This is an optimization exercise on Yosys and OpenROAD, whose aim is small area and a short achievable clock period, not a production implementation.
No run shown here included a check of the RTL's function; only the layout flow was run.

## flow/design.v (module list and top-level ports; edited modules follow where they fit)
// module MultiTop: 20 lines
// module FA: 4 lines
// module HA: 4 lines
// module BENC: 5 lines
// module XNOR: 3 lines
// module PPSEL: 3 lines
// module Multi: 1055 lines
module MultiTop(
    input             clk,
    input      [31:0] a,
    input      [31:0] b,
    output reg [31:0] prod
);
  // ...
==> flow/run.sh <==
#!/bin/bash
# synth_recipe.tcl (not shown) runs the flow's synth.tcl, then flattens the netlist and writes it again
# the make line also repeats each setting of config.mk as NAME=value (left out here)
make -C /OpenROAD-flow-scripts/flow DESIGN_CONFIG=/design/flow/config.mk WORK_HOME=/design/flow/orfs CLKGATE_MAP_FILE= SYNTH_SCRIPT=/design/flow/synth_recipe.tcl finish
==> flow/config.mk <==
export PLATFORM = sky130hd
export DESIGN_NAME = MultiTop
export DESIGN_NICKNAME = MultiTop
export VERILOG_FILES = /design/flow/design.v
export SDC_FILE = /design/flow/constraint.sdc
export NUM_CORES = 4
export LEC_CHECK = 0
export CAP_MARGIN = 20
export CORE_MARGIN = 2
export CORE_UTILIZATION = 40
export SLEW_MARGIN = 20
export SYNTH_HIERARCHICAL = 1
export SYNTH_MINIMUM_KEEP_SIZE = 0
==> flow/constraint.sdc <==
create_clock -name core_clock -period 17.0 [get_ports {clk}]
set_input_delay 3.4000 -clock core_clock [delete_from_list [all_inputs] [get_ports {clk}]]
set_output_delay 3.4000 -clock core_clock [all_outputs]
set_load 0.01 [all_outputs]
==> summary.md, run 1 <==
| Metric | Value |
|---|---|
| Outcome | `no timing/DRC/antenna violations` |
| Crit path capture | `prod[31]$_DFF_P_` |
| Skew final | `0.0162 ns` |
| Seq_cells | `96` |
| CP dominant cell by count | `fa_1` |
| Max-area cell class | `multi-input combinational cells` |
| Nonclk buf count | `117` |
| Layout cells sized above 1 | `3.16%` |
| Top sig layer | `met4` |
| Non-clock buffer share | `7.89%` |
| Finished Layout Cells | `1,629` |
| Die Area | `0.0322 mm²` |
| YS warnings | `7` |
| CP Buf/Inv Count | `2` |
| First-pass GRT wire length | `53.5 mm` |
| Post-Place Cells | `1,613` |
| Final worst setup slack | `7.45 ns` |
| #FFs+latches synth | `96` |
| Final HPWL from detailed placement | `26.5 mm` |
| Crit path required time | `17.31 ns` |
| Met2 Usage GRT | `37.2%` |
| Clock buffer depth | `2` |
| Sequential share of the synthesized area | `15.6%` |
| Die extent in y | `179 µm` |
| Fmax | `0.105 GHz` |
| CP Capture Type | `flop` |
| Max-cap viol count | `0` |
| RSZ-0062 raised after global routing | `no` |
| CP Depth | `25` |
| Crit-path slowest cell | `dfxtp_2` |
| Fillers | `2,908` |
| Simple-gate portion of the synthesized area | `2.00%` |
| R2r endpoint | `prod[31]$_DFF_P_` |
| Main flop type after synthesis | `dfxtp_1` |
| Synth Area in Adders | `41.7%` |
| Min-delay src | `b_q[0]$_DFF_P_` |
| Final setup vio count | `0` |
| Synthesized Nets | `1,455` |
==> inputs of run 2 (changes only) <==
--- a/flow/design.v
+++ b/flow/design.v
@@ -27,16 +27,25 @@
     assign s = a ^ b;
     assign co = a & b;
 endmodule
 module BENC(input b2, input b1, input b0, output onen, output twon, output neg);
     assign onen = ~(b1 ^ b0);
     assign twon = ~((b2 ^ b1) & (b1 ^ b0 ^ 1'b1));
     assign neg = b2 & ~(b1 & b0);
 endmodule
+module XOR2(input a, input b, output y);
+    assign y = a ^ b;
+endmodule
+module AND2(input a, input b, output y);
+    assign y = a & b;
+endmodule
+module AO21(input a1, input a2, input b1, output x);
+    assign x = (a1 & a2) | b1;
+endmodule
 module XNOR(input a, input b, output y);
     assign y = ~(a ^ b);
 endmodule
 module PPSEL(input onen, input xn0, input twon, input xn1, output pp);
     assign pp = ~((onen | xn0) & (twon | xn1));
 endmodule
 module Multi(
     input  [31:0] a,
@@ -935,161 +944,213 @@
     assign prod[0] = w1;
     assign prod[1] = w3;
     assign prod[2] = w7;
     assign prod[3] = w11;
     assign prod[4] = w17;
     assign prod[5] = w23;
     assign prod[6] = w31;
     assign prod[7] = w39;
-    wire g8 = w40 & w47;
-    wire p8 = w40 ^ w47;
-    wire g9 = w48 & w55;
-    wire p9 = w48 ^ w55;
-    wire g10 = w56 & w65;
-    wire p10 = w56 ^ w65;
-    wire g11 = w66 & w75;
-    wire p11 = w66 ^ w75;
-    wire g12 = w76 & w87;
-    wire p12 = w76 ^ w87;
-    wire g13 = w97 & w99;
-    wire p13 = w97 ^ w99;
-    wire g14 = w100 & w113;
-    wire p14 = w100 ^ w113;
-    wire g15 = w114 & w127;
-    wire p15 = w114 ^ w127;
-    wire g16 = w128 & w143;
-    wire p16 = w128 ^ w143;
-    wire g17 = w144 & w159;
-    wire p17 = w144 ^ w159;
-    wire g18 = w160 & w177;
-    wire p18 = w160 ^ w177;
-    wire g19 = w193 & w195;
-    wire p19 = w193 ^ w195;
-    wire g20 = w196 & w215;
-    wire p20 = w196 ^ w215;
-    wire g21 = w216 & w235;
-    wire p21 = w216 ^ w235;
-    wire g22 = w236 & w257;
-    wire p22 = w236 ^ w257;
-    wire g23 = w258 & w279;
-    wire p23 = w258 ^ w279;
-    wire g24 = w280 & w303;
-    wire p24 = w280 ^ w303;
-    wire g25 = w304 & w327;
-    wire p25 = w304 ^ w327;
-    wire g26 = w328 & w353;
-    wire p26 = w328 ^ w353;
-    wire g27 = w354 & w379;
-    wire p27 = w354 ^ w379;
-    wire g28 = w380 & w407;
-    wire p28 = w380 ^ w407;
-    wire g29 = w408 & w435;
-    wire p29 = w408 ^ w435;
-    wire g30 = w436 & w465;
-    wire p30 = w436 ^ w465;
-    wire G9_8 = g9 | (p9 & g8);
-    wire G11_10 = g11 | (p11 & g10);
-    wire P11_10 = p11 & p10;
-    wire G13_12 = g13 | (p13 & g12);
-    wire P13_12 = p13 & p12;
-    wire G15_14 = g15 | (p15 & g14);
-    wire P15_14 = p15 & p14;
-    wire G17_16 = g17 | (p17 & g16);
-    wire P17_16 = p17 & p16;
-    wire G19_18 = g19 | (p19 & g18);
-    wire P19_18 = p19 & p18;
-    wire G21_20 = g21 | (p21 & g20);
-    wire P21_20 = p21 & p20;
-    wire G23_22 = g23 | (p23 & g22);
-    wire P23_22 = p23 & p22;
-    wire G25_24 = g25 | (p25 & g24);
-    wire P25_24 = p25 & p24;
-    wire G27_26 = g27 | (p27 & g26);
-    wire P27_26 = p27 & p26;
-    wire G29_28 = g29 | (p29 & g28);
-    wire P29_28 = p29 & p28;
-    wire G11_8 = G11_10 | (P11_10 & G9_8);
-    wire G15_12 = G15_14 | (P15_14 & G13_12);
-    wire P15_12 = P15_14 & P13_12;
-    wire G19_16 = G19_18 | (P19_18 & G17_16);
-    wire P19_16 = P19_18 & P17_16;
-    wire G23_20 = G23_22 | (P23_22 & G21_20);
-    wire P23_20 = P23_22 & P21_20;
-    wire G27_24 = G27_26 | (P27_26 & G25_24);
-    wire P27_24 = P27_26 & P25_24;
-    wire G15_8 = G15_12 | (P15_12 & G11_8);
-    wire G23_16 = G23_20 | (P23_20 & G19_16);
-    wire P23_16 = P23_20 & P19_16;
-    wire G23_8 = G23_16 | (P23_16 & G15_8);
-    wire G19_8 = G19_16 | (P19_16 & G15_8);
-    wire G27_8 = G27_24 | (P27_24 & G23_8);
-    wire G13_8 = G13_12 | (P13_12 & G11_8);
-    wire G17_8 = G17_16 | (P17_16 & G15_8);
-    wire G21_8 = G21_20 | (P21_20 & G19_8);
-    wire G25_8 = G25_24 | (P25_24 & G23_8);
-    wire G29_8 = G29_28 | (P29_28 & G27_8);
-    wire G10_8 = g10 | (p10 & G9_8);
-    wire G12_8 = g12 | (p12 & G11_8);
-    wire G14_8 = g14 | (p14 & G13_8);
-    wire G16_8 = g16 | (p16 & G15_8);
-    wire G18_8 = g18 | (p18 & G17_8);
-    wire G20_8 = g20 | (p20 & G19_8);
-    wire G22_8 = g22 | (p22 & G21_8);
-    wire G24_8 = g24 | (p24 & G23_8);
-    wire G26_8 = g26 | (p26 & G25_8);
-    wire G28_8 = g28 | (p28 & G27_8);
-    wire G30_8 = g30 | (p30 & G29_8);
+    wire g8, p8;
+    HA hgp8(.a(w40), .b(w47), .s(p8), .co(g8));
+    wire g9, p9;
+    HA hgp9(.a(w48), .b(w55), .s(p9), .co(g9));
+    wire g10, p10;
+    HA hgp10(.a(w56), .b(w65), .s(p10), .co(g10));
+    wire g11, p11;
+    HA hgp11(.a(w66), .b(w75), .s(p11), .co(g11));
+    wire g12, p12;
+    HA hgp12(.a(w76), .b(w87), .s(p12), .co(g12));
+    wire g13, p13;
+    HA hgp13(.a(w97), .b(w99), .s(p13), .co(g13));
+    wire g14, p14;
+    HA hgp14(.a(w100), .b(w113), .s(p14), .co(g14));
+    wire g15, p15;
+    HA hgp15(.a(w114), .b(w127), .s(p15), .co(g15));
+    wire g16, p16;
+    HA hgp16(.a(w128), .b(w143), .s(p16), .co(g16));
+    wire g17, p17;
+    HA hgp17(.a(w144), .b(w159), .s(p17), .co(g17));
+    wire g18, p18;
+    HA hgp18(.a(w160), .b(w177), .s(p18), .co(g18));
+    wire g19, p19;
+    HA hgp19(.a(w193), .b(w195), .s(p19), .co(g19));
+    wire g20, p20;
+    HA hgp20(.a(w196), .b(w215), .s(p20), .co(g20));
+    wire g21, p21;
+    HA hgp21(.a(w216), .b(w235), .s(p21), .co(g21));
+    wire g22, p22;
+    HA hgp22(.a(w236), .b(w257), .s(p22), .co(g22));
+    wire g23, p23;
+    HA hgp23(.a(w258), .b(w279), .s(p23), .co(g23));
+    wire g24, p24;
+    HA hgp24(.a(w280), .b(w303), .s(p24), .co(g24));
+    wire g25, p25;
+    HA hgp25(.a(w304), .b(w327), .s(p25), .co(g25));
+    wire g26, p26;
+    HA hgp26(.a(w328), .b(w353), .s(p26), .co(g26));
+    wire g27, p27;
+    HA hgp27(.a(w354), .b(w379), .s(p27), .co(g27));
+    wire g28, p28;
+    HA hgp28(.a(w380), .b(w407), .s(p28), .co(g28));
+    wire g29, p29;
+    HA hgp29(.a(w408), .b(w435), .s(p29), .co(g29));
+    wire g30, p30;
+    HA hgp30(.a(w436), .b(w465), .s(p30), .co(g30));
+    wire G9_8;
+    AO21 gao9_8(.a1(p9), .a2(g8), .b1(g9), .x(G9_8));
+    wire G11_10;
+    AO21 gao11_10(.a1(p11), .a2(g10), .b1(g11), .x(G11_10));
+    wire P11_10;
+    AND2 pand11_10(.a(p11), .b(p10), .y(P11_10));
+    wire G13_12;
+    AO21 gao13_12(.a1(p13), .a2(g12), .b1(g13), .x(G13_12));
+    wire P13_12;
+    AND2 pand13_12(.a(p13), .b(p12), .y(P13_12));
+    wire G15_14;
+    AO21 gao15_14(.a1(p15), .a2(g14), .b1(g15), .x(G15_14));
+    wire P15_14;
+    AND2 pand15_14(.a(p15), .b(p14), .y(P15_14));
+    wire G17_16;
+    AO21 gao17_16(.a1(p17), .a2(g16), .b1(g17), .x(G17_16));
+    wire P17_16;
+    AND2 pand17_16(.a(p17), .b(p16), .y(P17_16));
+    wire G19_18;
+    AO21 gao19_18(.a1(p19), .a2(g18), .b1(g19), .x(G19_18));
+    wire P19_18;
+    AND2 pand19_18(.a(p19), .b(p18), .y(P19_18));
+    wire G21_20;
+    AO21 gao21_20(.a1(p21), .a2(g20), .b1(g21), .x(G21_20));
+    wire P21_20;
+    AND2 pand21_20(.a(p21), .b(p20), .y(P21_20));
+    wire G23_22;
+    AO21 gao23_22(.a1(p23), .a2(g22), .b1(g23), .x(G23_22));
+    wire P23_22;
+    AND2 pand23_22(.a(p23), .b(p22), .y(P23_22));
+    wire G25_24;
+    AO21 gao25_24(.a1(p25), .a2(g24), .b1(g25), .x(G25_24));
+    wire P25_24;
+    AND2 pand25_24(.a(p25), .b(p24), .y(P25_24));
+    wire G27_26;
+    AO21 gao27_26(.a1(p27), .a2(g26), .b1(g27), .x(G27_26));
+    wire P27_26;
+    AND2 pand27_26(.a(p27), .b(p26), .y(P27_26));
+    wire G29_28;
+    AO21 gao29_28(.a1(p29), .a2(g28), .b1(g29), .x(G29_28));
+    wire P29_28;
+    AND2 pand29_28(.a(p29), .b(p28), .y(P29_28));
+    wire G11_8;
+    AO21 gao11_8(.a1(P11_10), .a2(G9_8), .b1(G11_10), .x(G11_8));
+    wire G15_12;
+    AO21 gao15_12(.a1(P15_14), .a2(G13_12), .b1(G15_14), .x(G15_12));
+    wire P15_12;
+    AND2 pand15_12(.a(P15_14), .b(P13_12), .y(P15_12));
+    wire G19_16;
+    AO21 gao19_16(.a1(P19_18), .a2(G17_16), .b1(G19_18), .x(G19_16));
+    wire P19_16;
+    AND2 pand19_16(.a(P19_18), .b(P17_16), .y(P19_16));
+    wire G23_20;
+    AO21 gao23_20(.a1(P23_22), .a2(G21_20), .b1(G23_22), .x(G23_20));
+    wire P23_20;
+    AND2 pand23_20(.a(P23_22), .b(P21_20), .y(P23_20));
+    wire G27_24;
+    AO21 gao27_24(.a1(P27_26), .a2(G25_24), .b1(G27_26), .x(G27_24));
+    wire P27_24;
+    AND2 pand27_24(.a(P27_26), .b(P25_24), .y(P27_24));
+    wire G15_8;
+    AO21 gao15_8(.a1(P15_12), .a2(G11_8), .b1(G15_12), .x(G15_8));
+    wire G23_16;
+    AO21 gao23_16(.a1(P23_20), .a2(G19_16), .b1(G23_20), .x(G23_16));
+    wire P23_16;
+    AND2 pand23_16(.a(P23_20), .b(P19_16), .y(P23_16));
+    wire G23_8;
+    AO21 gao23_8(.a1(P23_16), .a2(G15_8), .b1(G23_16), .x(G23_8));
+    wire G19_8;
+    AO21 gao19_8(.a1(P19_16), .a2(G15_8), .b1(G19_16), .x(G19_8));
+    wire G27_8;
+    AO21 gao27_8(.a1(P27_24), .a2(G23_8), .b1(G27_24), .x(G27_8));
+    wire G13_8;
+    AO21 gao13_8(.a1(P13_12), .a2(G11_8), .b1(G13_12), .x(G13_8));
+    wire G17_8;
+    AO21 gao17_8(.a1(P17_16), .a2(G15_8), .b1(G17_16), .x(G17_8));
+    wire G21_8;
+    AO21 gao21_8(.a1(P21_20), .a2(G19_8), .b1(G21_20), .x(G21_8));
+    wire G25_8;
+    AO21 gao25_8(.a1(P25_24), .a2(G23_8), .b1(G25_24), .x(G25_8));
+    wire G29_8;
+    AO21 gao29_8(.a1(P29_28), .a2(G27_8), .b1(G29_28), .x(G29_8));
+    wire G10_8;
+    AO21 gao10_8(.a1(p10), .a2(G9_8), .b1(g10), .x(G10_8));
+    wire G12_8;
+    AO21 gao12_8(.a1(p12), .a2(G11_8), .b1(g12), .x(G12_8));
+    wire G14_8;
+    AO21 gao14_8(.a1(p14), .a2(G13_8), .b1(g14), .x(G14_8));
+    wire G16_8;
+    AO21 gao16_8(.a1(p16), .a2(G15_8), .b1(g16), .x(G16_8));
+    wire G18_8;
+    AO21 gao18_8(.a1(p18), .a2(G17_8), .b1(g18), .x(G18_8));
+    wire G20_8;
+    AO21 gao20_8(.a1(p20), .a2(G19_8), .b1(g20), .x(G20_8));
+    wire G22_8;
+    AO21 gao22_8(.a1(p22), .a2(G21_8), .b1(g22), .x(G22_8));
+    wire G24_8;
+    AO21 gao24_8(.a1(p24), .a2(G23_8), .b1(g24), .x(G24_8));
+    wire G26_8;
+    AO21 gao26_8(.a1(p26), .a2(G25_8), .b1(g26), .x(G26_8));
+    wire G28_8;
+    AO21 gao28_8(.a1(p28), .a2(G27_8), .b1(g28), .x(G28_8));
+    wire G30_8;
+    AO21 gao30_8(.a1(p30), .a2(G29_8), .b1(g30), .x(G30_8));
     assign prod[8] = p8;
-    assign prod[9] = p9 ^ g8;
-    assign prod[10] = p10 ^ G9_8;
-    assign prod[11] = p11 ^ G10_8;
-    assign prod[12] = p12 ^ G11_8;
-    assign prod[13] = p13 ^ G12_8;
-    assign prod[14] = p14 ^ G13_8;
-    assign prod[15] = p15 ^ G14_8;
-    assign prod[16] = p16 ^ G15_8;
-    assign prod[17] = p17 ^ G16_8;
-    assign prod[18] = p18 ^ G17_8;
-    assign prod[19] = p19 ^ G18_8;
-    assign prod[20] = p20 ^ G19_8;
-    assign prod[21] = p21 ^ G20_8;
-    assign prod[22] = p22 ^ G21_8;
-    assign prod[23] = p23 ^ G22_8;
-    assign prod[24] = p24 ^ G23_8;
-    assign prod[25] = p25 ^ G24_8;
-    assign prod[26] = p26 ^ G25_8;
-    assign prod[27] = p27 ^ G26_8;
-    assign prod[28] = p28 ^ G27_8;
-    assign prod[29] = p29 ^ G28_8;
-    assign prod[30] = p30 ^ G29_8;
-    assign w467 = pp0[31] ^ pp1[29];
-    assign w468 = pp2[27] ^ pp3[25];
-    assign w469 = pp4[23] ^ pp5[21];
-    assign w470 = pp6[19] ^ pp7[17];
-    assign w471 = pp8[15] ^ pp9[13];
-    assign w472 = pp10[11] ^ pp11[9];
-    assign w473 = pp12[7] ^ pp13[5];
-    assign w474 = pp14[3] ^ pp15[1];
-    assign w475 = w467 ^ w468;
-    assign w476 = w469 ^ w470;
-    assign w477 = w471 ^ w472;
-    assign w478 = w473 ^ w474;
-    assign w479 = w438 ^ w440;
-    assign w480 = w442 ^ w444;
-    assign w481 = w446 ^ w475;
-    assign w482 = w476 ^ w477;
-    assign w483 = w478 ^ w479;
-    assign w484 = w480 ^ w481;
-    assign w485 = w482 ^ w448;
-    assign w486 = w450 ^ w452;
-    assign w487 = w454 ^ w483;
-    assign w488 = w484 ^ w485;
-    assign w489 = w486 ^ w487;
-    assign w490 = w456 ^ w488;
-    assign w491 = w458 ^ w489;
-    assign w492 = w490 ^ w491;
-    assign w493 = w460 ^ w492;
-    assign w494 = w462 ^ w493;
-    assign w495 = w494 ^ w464;
-    assign w496 = w495 ^ w466;
-    assign prod[31] = w496 ^ G30_8;
+    XOR2 sx9(.a(p9), .b(g8), .y(prod[9]));
+    XOR2 sx10(.a(p10), .b(G9_8), .y(prod[10]));
+    XOR2 sx11(.a(p11), .b(G10_8), .y(prod[11]));
+    XOR2 sx12(.a(p12), .b(G11_8), .y(prod[12]));
+    XOR2 sx13(.a(p13), .b(G12_8), .y(prod[13]));
+    XOR2 sx14(.a(p14), .b(G13_8), .y(prod[14]));
+    XOR2 sx15(.a(p15), .b(G14_8), .y(prod[15]));
+    XOR2 sx16(.a(p16), .b(G15_8), .y(prod[16]));
+    XOR2 sx17(.a(p17), .b(G16_8), .y(prod[17]));
+    XOR2 sx18(.a(p18), .b(G17_8), .y(prod[18]));
+    XOR2 sx19(.a(p19), .b(G18_8), .y(prod[19]));
+    XOR2 sx20(.a(p20), .b(G19_8), .y(prod[20]));
+    XOR2 sx21(.a(p21), .b(G20_8), .y(prod[21]));
+    XOR2 sx22(.a(p22), .b(G21_8), .y(prod[22]));
+    XOR2 sx23(.a(p23), .b(G22_8), .y(prod[23]));
+    XOR2 sx24(.a(p24), .b(G23_8), .y(prod[24]));
+    XOR2 sx25(.a(p25), .b(G24_8), .y(prod[25]));
+    XOR2 sx26(.a(p26), .b(G25_8), .y(prod[26]));
+    XOR2 sx27(.a(p27), .b(G26_8), .y(prod[27]));
+    XOR2 sx28(.a(p28), .b(G27_8), .y(prod[28]));
+    XOR2 sx29(.a(p29), .b(G28_8), .y(prod[29]));
+    XOR2 sx30(.a(p30), .b(G29_8), .y(prod[30]));
+    XOR2 txw467(.a(pp0[31]), .b(pp1[29]), .y(w467));
+    XOR2 txw468(.a(pp2[27]), .b(pp3[25]), .y(w468));
+    XOR2 txw469(.a(pp4[23]), .b(pp5[21]), .y(w469));
+    XOR2 txw470(.a(pp6[19]), .b(pp7[17]), .y(w470));
+    XOR2 txw471(.a(pp8[15]), .b(pp9[13]), .y(w471));
+    XOR2 txw472(.a(pp10[11]), .b(pp11[9]), .y(w472));
+    XOR2 txw473(.a(pp12[7]), .b(pp13[5]), .y(w473));
+    XOR2 txw474(.a(pp14[3]), .b(pp15[1]), .y(w474));
+    XOR2 txw475(.a(w467), .b(w468), .y(w475));
+    XOR2 txw476(.a(w469), .b(w470), .y(w476));
+    XOR2 txw477(.a(w471), .b(w472), .y(w477));
+    XOR2 txw478(.a(w473), .b(w474), .y(w478));
+    XOR2 txw479(.a(w438), .b(w440), .y(w479));
+    XOR2 txw480(.a(w442), .b(w444), .y(w480));
+    XOR2 txw481(.a(w446), .b(w475), .y(w481));
+    XOR2 txw482(.a(w476), .b(w477), .y(w482));
+    XOR2 txw483(.a(w478), .b(w479), .y(w483));
+    XOR2 txw484(.a(w480), .b(w481), .y(w484));
+    XOR2 txw485(.a(w482), .b(w448), .y(w485));
+    XOR2 txw486(.a(w450), .b(w452), .y(w486));
+    XOR2 txw487(.a(w454), .b(w483), .y(w487));
+    XOR2 txw488(.a(w484), .b(w485), .y(w488));
+    XOR2 txw489(.a(w486), .b(w487), .y(w489));
+    XOR2 txw490(.a(w456), .b(w488), .y(w490));
+    XOR2 txw491(.a(w458), .b(w489), .y(w491));
+    XOR2 txw492(.a(w490), .b(w491), .y(w492));
+    XOR2 txw493(.a(w460), .b(w492), .y(w493));
+    XOR2 txw494(.a(w462), .b(w493), .y(w494));
+    XOR2 txw495(.a(w494), .b(w464), .y(w495));
+    XOR2 txw496(.a(w495), .b(w466), .y(w496));
+    XOR2 sx31(.a(w496), .b(G30_8), .y(prod[31]));
 endmodule
==> run 2 against run 1 <==
  * Still clean
  * Synthesized cell count shrank 0.54%
  * Clock skew shrank 0.0039 ns
  * Clock-buffer cell count fell by 1
  * First-iteration DRC count is 0.15% lower
  * Final area shrank 0.74%
  * Core utilization down 0.22 points
  * Non-clock buffer count shrank 2
  * Flip-flop and latch count stayed put
  * Cell count down 0.49%
  * Worst hold slack improved by 0.050 ns
  * Area after synthesis down 0.55%
  * Critical path type unchanged
==> summary.md, run 2 <==
| Metric | Value |
|---|---|
| Post-synth ARST share | `0%` |
| Routed via count | `9,102` |
| Max-cap viol count | `0 (unchanged)` |
| RSZ-0062 raised after global routing | `no` |
| CP Cell Sequence | `ha_1 -> inv_1 -> nand2_1 -> o22ai_1 -> fa_1 -> fa_1 -> fa_1 -> fa_1 -> fa_1 -> fa_1 -> ha_1 -> a21o_1 -> a21o_1 -> a21o_1 -> a21o_1 -> a21o_1 -> a21o_1 -> a21o_1 -> xor2_1` |
| Startpoint types | `flop` |
| Vias in the first global route | `9,385` |
| DIE WIDTH | `179 µm` |
| Area used by multi-input combinational logic | `0.0101 mm²` |
| Storage cell area | `0.00192 mm²` |
| Routed length per instance | `20.3 µm` |
| Min-Delay Path Class | `reg2reg` |
| Final HPWL from detailed placement | `25.6 mm (-3.4%)` |
| YS warnings | `7 (unchanged)` |
| Top post-synthesis cells by area | `fa_1 33%, xnor2_1 19%, dfxtp_1 16%` |
| GR Util All Layers | `21.7%` |
| DR pass1 iterations | `7` |
| Final max-slew violation count | `0` |
| Die Area | `0.0320 mm² (-0.53%)` |
| GP Congestion | `0.869` |
| Final wirelength | `33.0 mm` |
| Skew final | `0.0123 ns (-0.00389 ns)` |
| Top Registers | `a_q: 32 flops, b_q: 32 flops, prod: 32 flops` |
| Initial antenna violation count | `0` |
| H-tree Lvls | `3` |
| Main flop type after synthesis | `dfxtp_1` |
| Final Hold Viols | `0` |
| Final net count | `1,556` |
| Clk latency of the worst-skew pair | `0.38 ns` |
| Hold Buf Count CTS | `0` |
| CTS Buf Count | `9` |
| Slew @ Worst Pin | `1.03 ns` |
| Sequential share of the synthesized area | `15.7% (+0.086 points)` |
| N_diodes | `0` |
| Pin count of the biggest net entering global routing | `37` |
| Post-synthesis cell count | `1,103` |
| CTS root buffer | `clkbuf_16` |
| Setup Buffers After CTS | `0` |
| Post-synth top area share | `33.2%` |
| CP dominant cell by count | `a21o_1` |
| CP Capture Type | `flop` |
| Antenna-violating nets left | `0` |
| Commonest cells after routing, fill and taps aside | `272 x o22ai_1, 272 x xnor2_1, 203 x fa_1` |
| Final Cycle Share | `46.7%` |
| Clock buffer depth | `2 (unchanged)` |
| # rows | `64` |
| Cts repair resizes | `0` |
| Final setup TNS | `0 ns` |
| Post-synthesis area per instance | `11.1 µm²` |
| CTS clock-pin slew for the worst setup and hold paths | `0.08 ns` |
| Final setup vio count | `0 (unchanged)` |
| Arr. time, crit path | `8.20 ns` |
| Fillers | `2,857 (-1.8%)` |
| Ports | `97` |
| Max stage delay on crit path | `0.99 ns` |
| Crit path required time | `17.26 ns (-0.05 ns)` |
| WS Path Type | `reg2reg` |
| EDFF count, synth | `0` |
| Initial Utilization | `40.3%` |
| Min Tclk post-route | `7.94 ns` |
| #FFs+latches synth | `96 (unchanged)` |
| Area growth syn-to-layout | `15.0%` |
| Port buffer count | `96` |
| Relative slew slack | `31.3%` |
| First-pass GRT wire length | `52.4 mm (-1.9%)` |
| Fmax | `0.126 GHz (+20%)` |
| Residual DRC count | `0` |
| Mapped Area | `0.0122 mm²` |
| Most frequent cells after synthesis | `272 x o22ai_1, 272 x xnor2_1, 203 x fa_1` |
| Post-synthesis cell type with the largest combined area | `fa_1` |
| CTS tree | `done` |
| Outcome | `no timing/DRC/antenna violations` |
| Vias/cell | `5.62` |
| 1st-iter DRT viols | `648` |
| Core area | `0.0303 mm²` |
| Max FO, Critical Path | `36` |
| CP delay by family, top | `adder cells` |
| Synthesized Nets | `1,439 (-1.1%)` |
| Die extent in y | `179 µm (-0.27%)` |
| Clock sink count | `96` |
| Netlist cell types | `13` |
| CP Buf/Inv Count | `1 (-1)` |
| GR Overflow Total | `0` |
| Crit-path slowest cell | `dfxtp_2` |
| Layout cells sized above 1 | `3.02% (-0.14 points)` |
-- run 2: worst paths after layout --
kind                   from               end  slack, ns  cells past startpoint
max          b_q[1]$_DFF_P_  prod[31]$_DFF_P_       9.06                     19
min          b_q[0]$_DFF_P_   prod[0]$_DFF_P_       0.98                      4
max reg2reg  b_q[1]$_DFF_P_  prod[31]$_DFF_P_       9.06                     19
min reg2reg  b_q[0]$_DFF_P_   prod[0]$_DFF_P_       0.98                      4
-- run 2: modules after synthesis (local to each module, per instance) --
module	flip-flops and latches	area, µm²
AND2	0	6.26
AO21	0	7.51
BENC	0	35.0
FA	0	20.0
HA	0	12.5
Multi	0	138
MultiTop	96	1920
PPSEL	0	6.26
XNOR	0	8.76
XOR2	0	8.76
-- run 2: cell type report --
| class | count | area share (%) |
|---|---|---|
| multi-input cells | 966 | 72.0 |
| flip-flops and latches | 96 | 13.7 |
| repair buffers | 115 | 7.85 |
| well taps | 396 | 3.52 |
| clock buffers | 9 | 1.60 |
| inverters | 32 | 0.854 |
| clock inverters | 7 | 0.516 |
-- run 2: logic make-up after synthesis --
family | Yosys count | synth area share (%)
buffers and inverters | 41 | 1.53
DFF | 96 | 15.7
AOI/OAI and AO/OA | 309 | 16.2
adders and majority gates | 271 | 40.2
and+or+nand+nor | 46 | 2.05
xor gates and xnor gates | 340 | 24.3
-- run 2: metal layers --
metal	global-route usage (%)	wire length [µm]	vias up
met5	0	0	-
li1	-	-	4209
met2	35.7	15500	350
met4	7.22	894	0
met1	29.1	14500	4496
met3	3.58	2100	47
-- run 2: tightest hold or removal path: stages, from the launching register on --
cell     delay (ns)
dfxtp_1        0.33
inv_1          0.04
buf_4          0.22
o22ai_1        0.19
ha_1           0.15
-- run 2: per-stage QoR --
| step | hold WS (ns) | area [µm²] | setup slack (ns) | instances | utilization [%] |
|---|---|---|---|---|---|
| final | 0.981 | 14100 | 9.06 | 1621 | 46.3 |
| after global routing | 1.04 | 14100 | 8.68 | 1621 | 46.3 |
| after CTS | 0.965 | 14100 | 9.05 | 1621 | 46.3 |
| after detailed placement | 0.942 | 13800 | 9.06 | 1605 | 45.4 |
| after global placement | 0.926 | 13800 | 9.22 | 1605 | 45.4 |
| after floorplan | 1.04 | 12200 | 9.62 | 1103 | - |
==> inputs of run 3 (changes only) <==
--- a/flow/config.mk
+++ b/flow/config.mk
@@ -10,3 +10,3 @@
 export CORE_UTILIZATION = 40
-export SLEW_MARGIN = 20
+export SLEW_MARGIN = 75
 export SYNTH_HIERARCHICAL = 1
==> run 3 against run 2 <==
  * Largest cell class unchanged
  * Cell count increased by 0.49%
  * Wire length grew 1.3%
==> summary.md, run 3 <==
| Metric | Value |
|---|---|
| Netlist cell types | `13 (unchanged)` |
| Most frequent cells after synthesis | `272 x o22ai_1, 272 x xnor2_1, 203 x fa_1` |
| Skew final | `0.0101 ns (-0.00228 ns)` |
| DR pass1 iterations | `5 (-2)` |
| Final HPWL from detailed placement | `25.9 mm (+1.3%)` |
| Max-cap viol count | `0 (unchanged)` |
| Clock buffer depth | `2 (unchanged)` |
| EDFF count, synth | `0 (unchanged)` |
| CTS root buffer | `clkbuf_16` |
| CTS clock-pin slew for the worst setup and hold paths | `0.08 ns (about the same)` |
| CTS Buf Count | `9 (unchanged)` |
| Finished Layout Cells | `1,629 (+0.49%)` |
| Top Registers | `a_q: 32 flops, b_q: 32 flops, prod: 32 flops` |
| Antenna-violating nets left | `0 (unchanged)` |
| Final max-slew violation count | `0 (unchanged)` |
| Crit-path slowest cell | `fa_1` |
| RSZ-0062 raised after global routing | `no` |
| Final instance area | `0.0144 mm² (+2.5%)` |
| Final Cycle Share | `37.8% (-8.9 points)` |
| CP delay by family, top | `adder cells` |
| Synthesized Nets | `1,439 (unchanged)` |
| Pin count of the biggest net entering global routing | `33 (-11%)` |
| Die extent in y | `179 µm (unchanged)` |
| Min-Delay Path Class | `reg2reg` |
| GR Overflow Total | `0 (unchanged)` |
| Arr. time, crit path | `6.68 ns (-1.52 ns)` |
| Clock sink count | `96 (unchanged)` |
| Initial antenna violation count | `0 (unchanged)` |
| Vias/cell | `5.63 (+0.31%)` |
| WS Path Type | `reg2reg` |
| GP Congestion | `0.869 (unchanged)` |
| Die Area | `0.0320 mm² (unchanged)` |
| Residual DRC count | `0 (unchanged)` |
| CP Cell Sequence | `buf_8 -> ha_1 -> inv_4 -> nand2_4 -> o22ai_1 -> fa_1 -> fa_1 -> fa_1 -> fa_1 -> fa_1 -> fa_1 -> fa_1 -> ha_1 -> a21o_1 -> a21o_1 -> a21o_1 -> a21o_1 -> a21o_1 -> a21o_1 -> a21o_1 -> xor2_1` |
| Outcome | `no timing/DRC/antenna violations` |
| Min Tclk post-route | `6.43 ns (-1.51 ns)` |
| Cts repair resizes | `0 (unchanged)` |
| Vias in the first global route | `9,444 (+0.63%)` |
| Hold Buf Count CTS | `0 (unchanged)` |
| Worst r2r path cells | `21 (+2)` |
| Flop2flop setup slack | `10.57 ns (+1.51 ns)` |
| Fillers | `2,827 (-1.1%)` |
| Final net count | `1,564 (+0.51%)` |
| Startpoint types | `flop` |
| Top post-synthesis cells by area | `fa_1 33%, xnor2_1 19%, dfxtp_1 16%` |
| N_diodes | `0 (unchanged)` |
| Min-delay src | `b_q[1]$_DFF_P_` |
| # rows | `64 (unchanged)` |
| Max stage delay on crit path | `0.41 ns (-0.58 ns)` |
| 1st-iter DRT viols | `690 (+6.5%)` |
| CP Buf/Inv Count | `2 (+1)` |
| Sequential share of the synthesized area | `15.7% (unchanged)` |
| Layout cells sized above 1 | `7.70% (+4.7 points)` |
| CP Capture Type | `flop` |
| Fmax | `0.156 GHz (+24%)` |
| First-pass GRT wire length | `52.7 mm (+0.46%)` |
| Post-synthesis area per instance | `11.1 µm² (unchanged)` |
| Crit path required time | `17.25 ns (about the same)` |
| Post-synthesis cell type with the largest combined area | `fa_1` |
| YS warnings | `7 (unchanged)` |
| Commonest cells after routing, fill and taps aside | `272 x xnor2_1, 264 x o22ai_1, 203 x fa_1` |
| Final Hold Viols | `0 (unchanged)` |
| R2r endpoint | `prod[31]$_DFF_P_` |
| Final setup vio count | `0 (unchanged)` |
| Worst reg2reg startpoint | `b_q[1]$_DFF_P_` |
| Hold Path Cell Cnt | `1 (-3)` |
| Clk latency of the worst-skew pair | `0.37 ns (about the same)` |
| Final setup TNS | `0 ns (unchanged)` |
| CTS tree | `done` |
| #FFs+latches synth | `96 (unchanged)` |
| Hold EP | `prod[0]$_DFF_P_` |
| GR Util All Layers | `21.8% (+0.10 points)` |
| Ports | `97 (unchanged)` |
| Routed via count | `9,175 (+0.80%)` |
| Final wirelength | `33.4 mm (+1.3%)` |
| Relative slew slack | `72.3% (+41 points)` |
| Initial Utilization | `40.3% (unchanged)` |
| Max FO, Critical Path | `31 (-14%)` |
| Post-synth top area share | `33.2% (unchanged)` |
| Setup Buffers After CTS | `0 (unchanged)` |
| Post-Place Cells | `1,612 (+0.44%)` |
| Port buffer count | `96 (unchanged)` |
| Core area | `0.0303 mm² (unchanged)` |
| Slew @ Worst Pin | `0.415 ns (-0.614 ns)` |
| Post-place instance area | `0.0140 mm² (+2.1%)` |
| Area growth syn-to-layout | `17.8%` |
| Routed length per instance | `20.5 µm (+0.76%)` |
| H-tree Lvls | `3 (unchanged)` |
| Main flop type after synthesis | `dfxtp_1` |
| Post-synthesis cell count | `1,103 (unchanged)` |
| DIE WIDTH | `179 µm (unchanged)` |
| Mapped Area | `0.0122 mm² (unchanged)` |
| Commonest non-fill, non-tap cell in the layout | `xnor2_1` |
| Post-synth ARST share | `0% (unchanged)` |
## run 3: cell counts after synthesis
Identical to the previous run, type by type.
## run 3: area by class of cell
type | count | area, µm² | share of cell area, %
clock buffer | 10 | 250 | 1.74
clock inverter | 6 | 58.8 | 0.408
inverter | 32 | 133 | 0.920
multi-input combinational | 966 | 10200 | 71.0
sequential | 96 | 1980 | 13.8
tap | 396 | 495 | 3.44
timing repair buffer | 123 | 1260 | 8.72
## run 3: cell families after synthesis
logic type,after synthesis,synth area share [%]
adders and majority gates,271,40.2
and+or+nand+nor,46,2.05
DFF,96,15.7
buffers and inverters,41,1.53
AOI/OAI and AO/OA,309,16.2
xor gates and xnor gates,340,24.3
## run 3: layer usage
metal	GRT usage [%]	vias to the layer above	wire length [µm]
met5	0	-	0
met4	6.44	0	822
met3	3.67	46	2070
met2	35.9	355	15800
met1	29.4	4552	14700
li1	-	4222	-
## run 3: worst max path at each step
| stage | startpoint | endpoint | slack [ns] | cells after the start |
|---|---|---|---|---|
| finish | b_q[1]$_DFF_P_ | prod[31]$_DFF_P_ | 10.57 | 21 |
| global route | b_q[1]$_DFF_P_ | prod[31]$_DFF_P_ | 10.34 | 21 |
| CTS | b_q[1]$_DFF_P_ | prod[31]$_DFF_P_ | 10.56 | 21 |
| detailed placement | b_q[1]$_DFF_P_ | prod[31]$_DFF_P_ | 10.54 | 21 |
| global placement | b_q[1]$_DFF_P_ | prod[31]$_DFF_P_ | 9.22 | 19 |
| floorplan | b_q[1]$_DFF_P_ | prod[31]$_DFF_P_ | 9.62 | 19 |
## run 3: through the flow
step	util, %	setup WS, ns	hold WS [ns]
final	47.5	10.57	0.574
after global routing	47.5	10.34	0.603
after CTS	47.3	10.56	0.580
after detailed placement	46.3	10.54	0.559
after global placement	45.4	9.22	0.926
after floorplan	-	9.62	1.04
## run 3: worst register-to-register path, stage by stage, from the launching register on
cell and delay, ns:
dfxtp_4 0.38, buf_8 0.17, ha_1 0.33, inv_4 0.13, nand2_4 0.31, o22ai_1 0.14
fa_1 0.39, fa_1 0.39, fa_1 0.39, fa_1 0.41, fa_1 0.39, fa_1 0.39
fa_1 0.39, ha_1 0.33, a21o_1 0.23, a21o_1 0.25, a21o_1 0.28, a21o_1 0.27
a21o_1 0.24, a21o_1 0.19, a21o_1 0.17, xor2_1 0.15
## run 3: Yosys stat by module, one instance, submodules excluded, excerpt
module	copies in the design	area (µm²)	cells
FA	203	20.0	1
XOR2	53	8.76	1
AND2	15	6.26	1
AO21	37	7.51	1
XNOR	272	8.76	1
Multi	1	138	27
PPSEL	272	6.26	1

## what the ideal ports hide
The results above use ideal ports. As a check the final layouts listed here were re-extracted and re-timed, cells and wires unchanged. Step 1 assumes that a clkbuf_16 drives the clock port and a buf_2 every other input. Step 2 times the ports against the registers' clock, not the clock port: input delays grow and output delays shrink by t, the midpoint of the rising clock arrivals with the driver on. a / b / c = ideal ports / drivers / drivers and shift; a / b = the first two.
run | shift t [ns] | setup WS [ns] | clock arrival spread, ns | slew at the worst register clock pin (ns) | cell pins on the clock port's net
run 1 | 0.419 | 7.450 / 7.450 / 7.450 | 0.017 / 0.016 | 0.08 / 0.08 | 1
run 2 | 0.424 | 9.058 / 9.058 / 9.058 | 0.012 / 0.012 | 0.08 / 0.08 | 1
run 3 | 0.415 | 10.571 / 10.571 / 10.571 | 0.011 / 0.010 | 0.08 / 0.08 | 1
After both steps setup and hold are still met in every run listed.
